Background: an optimization exercise with open tools, aiming at small area and a short achievable clock period. Do not read the settings as production practice.
In this exercise RTL edits were held to simulation tests only and were not proved equivalent to the original.

==> inputs of job 4991 <==
// SingleCycleMIPS
module SingleCycleMIPS(
    CLK,
    RST,
    IR_addr,
    IR,
    RF_writedata,
    ReadDataMem,
    CEN,
    WEN,
    A,
    ReadData2,
    OEN
);
input           CLK, RST;
input   [31:0]  IR;
output  [31:0]  IR_addr, RF_writedata;
input   [31:0]  ReadDataMem;
output          CEN;
output          WEN;
output  [ 6:0]  A;
output  [31:0]  ReadData2;
output          OEN;
wire    [5:0]   op = IR[31:26];
wire    [4:0]   rs = IR[25:21];
wire    [4:0]   rt = IR[20:16];
wire    [4:0]   rd = IR[15:11];
wire    [3:0]   fn = IR[3:0];
wire    op_r   = (op == 6'h00);
wire    op_lw  = (op == 6'h23);
wire    op_sw  = (op == 6'h2b);
wire    op_beq = (op == 6'h04);
wire    op_j   = (op == 6'h02);
wire    op_jal = (op == 6'h03);
wire    op_jr  = op_r & (IR[5:0] == 6'h08);
assign CEN = ~(op_lw | op_sw);
assign OEN = ~op_lw;
assign WEN = ~op_sw;
reg     [31:0]  PC;
assign IR_addr = PC;
wire    [31:0]  PC4 = {PC[31:2] + 30'd1, PC[1:0]};
reg     [991:0] R;
reg     [31:1]  V;
wire            RegWrite = op_r | op_lw | op_jal;
wire    [4:0]   Wreg     = op_jal ? 5'd31 : (op_r ? rd : rt);
wire    [31:0]  WriteDataN;    
  ...
clock: 11.5 ns
lec_check: 0
cap_margin: 20
core_margin: 2
core_utilization: 50
place_density: 0.65
setup_slack_margin: 2.8
slew_margin: 20
synth_hierarchical: 1
standard.sh (not shown) runs the stock make flow with config.mk's settings and CLKGATE_MAP_FILE= SYNTH_SCRIPT=/design/flow/synth_recipe.tcl, a recipe that flattens the netlist after the stock synthesis.
==> flow/flow/run.sh <==
#!/bin/bash
# The standard layout (standard.sh), with two changes made through ORFS
# variables: the port buffers start as buf_2 (timing repair sizes up the
# critical ones), and clock tree synthesis clusters up to 24 flip-flops within
# 80 um per clkbuf_16 and inserts no dummy loads. make's full output goes to
# standard.log here; ORFS keeps each step's log under orfs/logs/.
set -euo pipefail
export BUFFER_PORTS_ARGS="-buffer_cell sky130_fd_sc_hd__buf_2"
export CTS_ARGS="-sink_clustering_enable -repair_clock_nets -dont_use_dummy_load -buf_list sky130_fd_sc_hd__clkbuf_16 -sink_clustering_size 24 -sink_clustering_max_diameter 80"
bash standard.sh > standard.log 2>&1
==> inputs of job 7063, as changes to job 4991 <==
--- a/flow/design.v
+++ b/flow/design.v
@@ -412,15 +412,15 @@
 wire            G5_27;
 wire            G5_28;
 wire            G5_29;
 wire            G5_30;
 wire            G5_31;
 g_xnor2 u1 (.a(bn[0]), .b(sub), .y(bx[0]));
 g_xor2 u2 (.a(an[0]), .b(bx[0]), .y(pn[0]));
-g_majn u3 (.an(an[0]), .b(bx[0]), .c(sub), .y(gn[0]));
+g_gn0 u3 (.an(an[0]), .bn(bn[0]), .s(sub), .y(gn[0]));
 g_xnor2 u4 (.a(bn[1]), .b(sub), .y(bx[1]));
 g_xor2 u5 (.a(an[1]), .b(bx[1]), .y(pn[1]));
 g_nand2b u6 (.an(an[1]), .b(bx[1]), .y(gn[1]));
 g_xnor2 u7 (.a(bn[2]), .b(sub), .y(bx[2]));
 g_xor2 u8 (.a(an[2]), .b(bx[2]), .y(pn[2]));
 g_nand2b u9 (.an(an[2]), .b(bx[2]), .y(gn[2]));
 g_xnor2 u10 (.a(bn[3]), .b(sub), .y(bx[3]));
@@ -901,17 +901,17 @@
 assign y = ~((a1 | a2) & b1);
 endmodule
 module g_mux2i(a0, a1, s, y);
 input   a0, a1, s;
 output  y;
 assign y = ~(s ? a1 : a0);
 endmodule
-module g_majn(an, b, c, y);
-input   an, b, c;
+module g_gn0(an, bn, s, y);
+input   an, bn, s;
 output  y;
-assign y = ~((~an & b) | (c & (~an | b)));
+assign y = s ? (an & ~bn) : (an | bn);
 endmodule
 module g_ao22(a1, a2, b1, b2, y);
 input   a1, a2, b1, b2;
 output  y;
 assign y = (a1 & a2) | (b1 & b2);
 endmodule
==> impl_metrics.ini <==
[clock_tree]
post_cts_resized = 321
numCtsBuffers = 55

[final_layout]
nClkBuffers = 55

[pwr]
swShare_pct = 32.96

[run_status]
status = complete, no violations

[grt]
grt_use_met2_pct = 69.69

[routing]
met2WireLength_um = 101200
(the above is from job 7063)
==> impl_metrics.ini <==
[run_status]
status = complete, no violations

[routing]
met2WireLength_um = 100500

[pwr]
swShare_pct = 32.90

[clock_tree]
numCtsBuffers = 54

[grt]
grt_use_met2_pct = 67.76
(the above is from job 4991)

-- static timing again, ports no longer ideal --
In the flow no input, the clock included, has a driving cell. The finished layouts below were timed again as built, in two steps. Step 1 assumes that a clkbuf_16 drives the clock port and a buf_2 every other input. Step 2 times the ports against the registers' clock, not the clock port: input delays grow and output delays shrink by t, the midpoint of the rising clock arrivals with the driver on. a / b / c = ideal ports / drivers / drivers and shift; a / b = the first two.
run | t (ns) | slack for setup (ns) | worst slew at a driven data input, ns
job 4991 | 0.761 | 2.566 / 2.548 / 2.548 | 0.06
job 7063 | 0.780 | 2.480 / 2.458 / 2.458 | 0.06
After both steps every run listed still meets setup and hold. For job 7063, which loses most, drivers alone change the setup slack by -0.022 ns; drivers and shift together by -0.022 ns.
